Background: an optimization exercise with open tools, aiming at small area. Do not read the settings as production practice. The clock input has no modelled driver; a real chip could not lean on it and would need a root buffer or a full tree. Power is estimated from default activity; no workload was simulated.

// digital_clock
module digital_clock(
    input clk,
    input reset,
    input direction,
    input shift_enable,
    input min_test_enable,
    input hr_test_enable,
    output [7:0] dig,
    output [7:0] ssd
    );
    reg [3:0] div_s;
    wire tick_s = div_s[3] & div_s[1];
    wire div_s_in = div_s[3] ? div_s[2] : ~div_s[2] & ~(div_s[1] & div_s[0]);
    reg [2:0] div_r;
    wire tick_r = div_r[2];
    always @(posedge clk) begin
        if (reset) begin
            div_s <= 4'd0;
            div_r <= 3'd0;
        end else begin
            div_s <= {div_s[2:0], div_s_in};
            div_r <= {div_r[1] & ~div_r[0], div_r[0], ~div_r[2] & ~div_r[1]};
        end
    end
    reg [4:0] div_sec;
    reg clk_sec;
    wire sec_bit = min_test_enable ? div_sec[2] : hr_test_enable ? div_sec[0] : div_sec[4];
    wire sec_wrap = min_test_enable ? (div_sec[4] | div_sec[3] | (div_sec[2] & div_sec[1])) :
                    hr_test_enable ? (|div_sec) : (div_sec[4] & div_sec[3]);
    wire tick_sec = sec_bit & ~clk_sec;
    always @(posedge clk) begin
        if (reset) begin
            div_sec <= 5'd0;
            clk_sec <= 1'b0;
        end else begin
            div_sec <= sec_wrap ? 5'd0 : div_sec + 5'd1;
            clk_sec <= sec_bit;
        end
    end
    reg [3:0] s0, m0, h0, d0, mo;
    reg [2:0] s1, m1;
    reg [1:0] h1, d1;
    wire s0_9 = s0[3] & s0[0];
    wire s1_5 = s1[2] & s1[0];
    wire m0_9 = m0[3] & m0[0];
    wire m1_5 = m1[2] & m1[0];
    wire h0_9 = h0[3] & h0[0];
    wire h_23 = h1[1] & h0[1] & h0[0];
    wire d0_9 = d0[3] & d0[0];
    wire d_30 = d1[1] & d1[0];
    wire c_s0 = tick_sec & s0_9;
    wire c_s1 = c_s0 & s1_5;
    wire c_m0 = c_s1 & m0_9;
    wire c_m1 = c_m0 & m1_5;
    wire c_h  = c_m1 & (h_23 | h0_9);
    always @(posedge clk) begin
        if (reset) begin
            s0 <= 4'd0; s1 <= 3'd0;
            m0 <= 4'd0; m1 <= 3'd0;
            h0 <= 4'd0; h1 <= 2'd0;
            d0 <= 4'd5; d1 <= 2'd2;
            mo <= 4'd4;
        end
        else begin
            if (tick_sec) s0 <= s0_9 ? 4'd0 : s0 + 4'd1;
            if (c_s0) s1 <= s1_5 ? 3'd0 : s1 + 3'd1;
  ...
For scale: about 51 flip-flops, roughly 0.0025 mm^2 of cells after synthesis.
export LEC_CHECK = 0
export CAP_MARGIN = 20
export CORE_MARGIN = 2
export CORE_UTILIZATION = 40
export SLEW_MARGIN = 20
create_clock -name core_clock -period 10.0 [get_ports {clk}]
standard.sh (not shown) runs the stock make flow with config.mk's settings and CLKGATE_MAP_FILE= SYNTH_SCRIPT=/design/flow/synth_recipe.tcl, a recipe that flattens the netlist after the stock synthesis.
==> flow/flow/run.sh <==
#!/bin/bash
# Own layout flow: the standard ORFS flow (standard.sh), with
#  - synthesis mapped by an area-oriented ABC script (flow/synth.tcl, flow/area.abc); the
#    registers come from the same dfflibmap step as the standard synthesis,
#  - the smallest buffer for the port buffers,
#  - one clock buffer driving all register clock pins in place of a clock tree (flow/cts_hook.tcl).
# The make output goes to flow_make.log; ORFS keeps each step's log under orfs/logs/.
set -euo pipefail
W=$(pwd)
export MY_ABC_SCRIPT=$W/flow/area.abc
export MY_CLK_BUF=sky130_fd_sc_hd__buf_12
export MY_CLK_GROUPS=2
export MY_CLK_PORT=clk
bash standard.sh \
  SYNTH_SCRIPT=$W/flow/synth.tcl \
  BUFFER_PORTS_ARGS="-buffer_cell sky130_fd_sc_hd__buf_1" \
  PRE_CTS_TCL=$W/flow/cts_hook.tcl \
  finish > $W/flow_make.log 2>&1
==> flow/flow/cts_hook.tcl <==
# Sourced by ORFS's cts.tcl before clock_tree_synthesis (PRE_CTS_TCL). The design has few
# registers, so in place of a buffer tree the register clock pins are split by position into
# MY_CLK_GROUPS groups (k-means on their locations), and each group gets one clock buffer of type
# MY_CLK_BUF at its centre. The clock port drives only those buffers, so every register gets its
# clock through exactly one buffer.
proc clock_tree_synthesis {args} {
  set db [ord::get_db]
  set block [ord::get_db_block]
  set master [$db findMaster $::env(MY_CLK_BUF)]
  set clknet [$block findNet $::env(MY_CLK_PORT)]
  set k $::env(MY_CLK_GROUPS)
  set pins {}
  foreach it [$clknet getITerms] {
    set loc [[$it getInst] getLocation]
    lappend pins [list $it [lindex $loc 0] [lindex $loc 1]]
  }
  set n [llength $pins]
  # k-means, started from pins spread through the list sorted by x
  set sorted [lsort -integer -index 1 $pins]
  set cent {}
  for {set g 0} {$g < $k} {incr g} {
    set p [lindex $sorted [expr {int(($g + 0.5) * $n / $k)}]]
    lappend cent [list [lindex $p 1] [lindex $p 2]]
  }
  for {set iter 0} {$iter < 50} {incr iter} {
    set assign {}
    foreach p $pins {
      set best 0
      set bd -1
      for {set g 0} {$g < $k} {incr g} {
        set dx [expr {[lindex $p 1] - [lindex $cent $g 0]}]
        set dy [expr {[lindex $p 2] - [lindex $cent $g 1]}]
        set d [expr {abs($dx) + abs($dy)}]
        if {$bd < 0 || $d < $bd} { set bd $d; set best $g }
      }
      lappend assign $best
    }
    set newc {}
    for {set g 0} {$g < $k} {incr g} {
      set sx 0; set sy 0; set c 0
      foreach p $pins a $assign {
        if {$a == $g} { incr sx [lindex $p 1]; incr sy [lindex $p 2]; incr c }
      }
      if {$c > 0} {
        lappend newc [list [expr {$sx / $c}] [expr {$sy / $c}]]
      } else {
        lappend newc [lindex $cent $g]
      }
    }
    if {$newc eq $cent} break
    set cent $newc
  }
  for {set g 0} {$g < $k} {incr g} {
    set inst [odb::dbInst_create $block $master clkbuf_$g]
    set net [odb::dbNet_create $block clknet_$g]
    $net setSigType CLOCK
    set c 0
    foreach p $pins a $assign {
      if {$a == $g} {
        set it [lindex $p 0]
        $it disconnect
        $it connect $net
        incr c
      }
    }
    [$inst findITerm A] connect $clknet
    [$inst findITerm X] connect $net
    $inst setLocation [lindex $cent $g 0] [lindex $cent $g 1]
    $inst setPlacementStatus PLACED
    puts "clock_tree_synthesis (own flow): group $g, $c clock pins on $::env(MY_CLK_BUF)"
  }
  set_propagated_clock [all_clocks]
}
Other scripts of this flow, unchanged in this note and not shown: flow/flow/area.abc, flow/flow/synth.tcl
The starting point produced a clean layout.
Edit:
--- a/flow/flow/run.sh
+++ b/flow/flow/run.sh
@@ -10,3 +10,3 @@
 export MY_ABC_SCRIPT=$W/flow/area.abc
-export MY_CLK_BUF=sky130_fd_sc_hd__buf_12
+export MY_CLK_BUF=sky130_fd_sc_hd__clkbuf_16
 export MY_CLK_GROUPS=2
The changed run produced a clean layout.
Via count is about the same.
Setup slack loses 0.068 ns.
Design area is higher by 0.37%.
Final cell count does not change.
Edit:
--- a/flow/flow/run.sh
+++ b/flow/flow/run.sh
@@ -10,4 +10,4 @@
 export MY_ABC_SCRIPT=$W/flow/area.abc
-export MY_CLK_BUF=sky130_fd_sc_hd__clkbuf_16
-export MY_CLK_GROUPS=2
+export MY_CLK_BUF=sky130_fd_sc_hd__buf_8
+export MY_CLK_GROUPS=3
 export MY_CLK_PORT=clk
Outcome: Global-route usage is about the same. Total power decreases by 1.1%. Clock skew increases by 0.013 ns. Die area stays the same. Sequential share of layout area barely changes. Via count decreases by 0.83%. Area after synthesis stays the same. Wire length increases by 0.63%.
Function was not checked in any run of this note: the RTL went through the layout flow alone. In every run of this note, the design's own scripts or RTL, not TritonCTS, make the clock network.

[static timing again, ports no longer ideal]
How much do the figures lean on ideal ports? The routed layouts below were timed once more, with nothing changed but the port constraints. Step 1: set_driving_cell puts a clkbuf_16 on clk and a buf_2 on each other input, an assumption about the parent block. Step 2 times the ports against the registers' clock, not the clock port: input delays grow and output delays shrink by t, the midpoint of the rising clock arrivals with the driver on. Three values: ideal, step 1, step 2; two values: the first two.
run | shift t [ns] | slack for setup (ns) | clock arrival spread, ns | slew at the worst register clock pin (ns) | pins driven straight from the clock port
the first run | 0.182 | 3.173 / 3.124 / 3.306 | 0.016 / 0.016 | 0.11 / 0.11 | 2
the second run | 0.204 | 3.105 / 3.060 / 3.264 | 0.018 / 0.018 | 0.11 / 0.11 | 2
the third run | 0.185 | 3.164 / 3.104 / 3.289 | 0.030 / 0.030 | 0.12 / 0.12 | 3
After both steps every run listed still meets setup and hold.
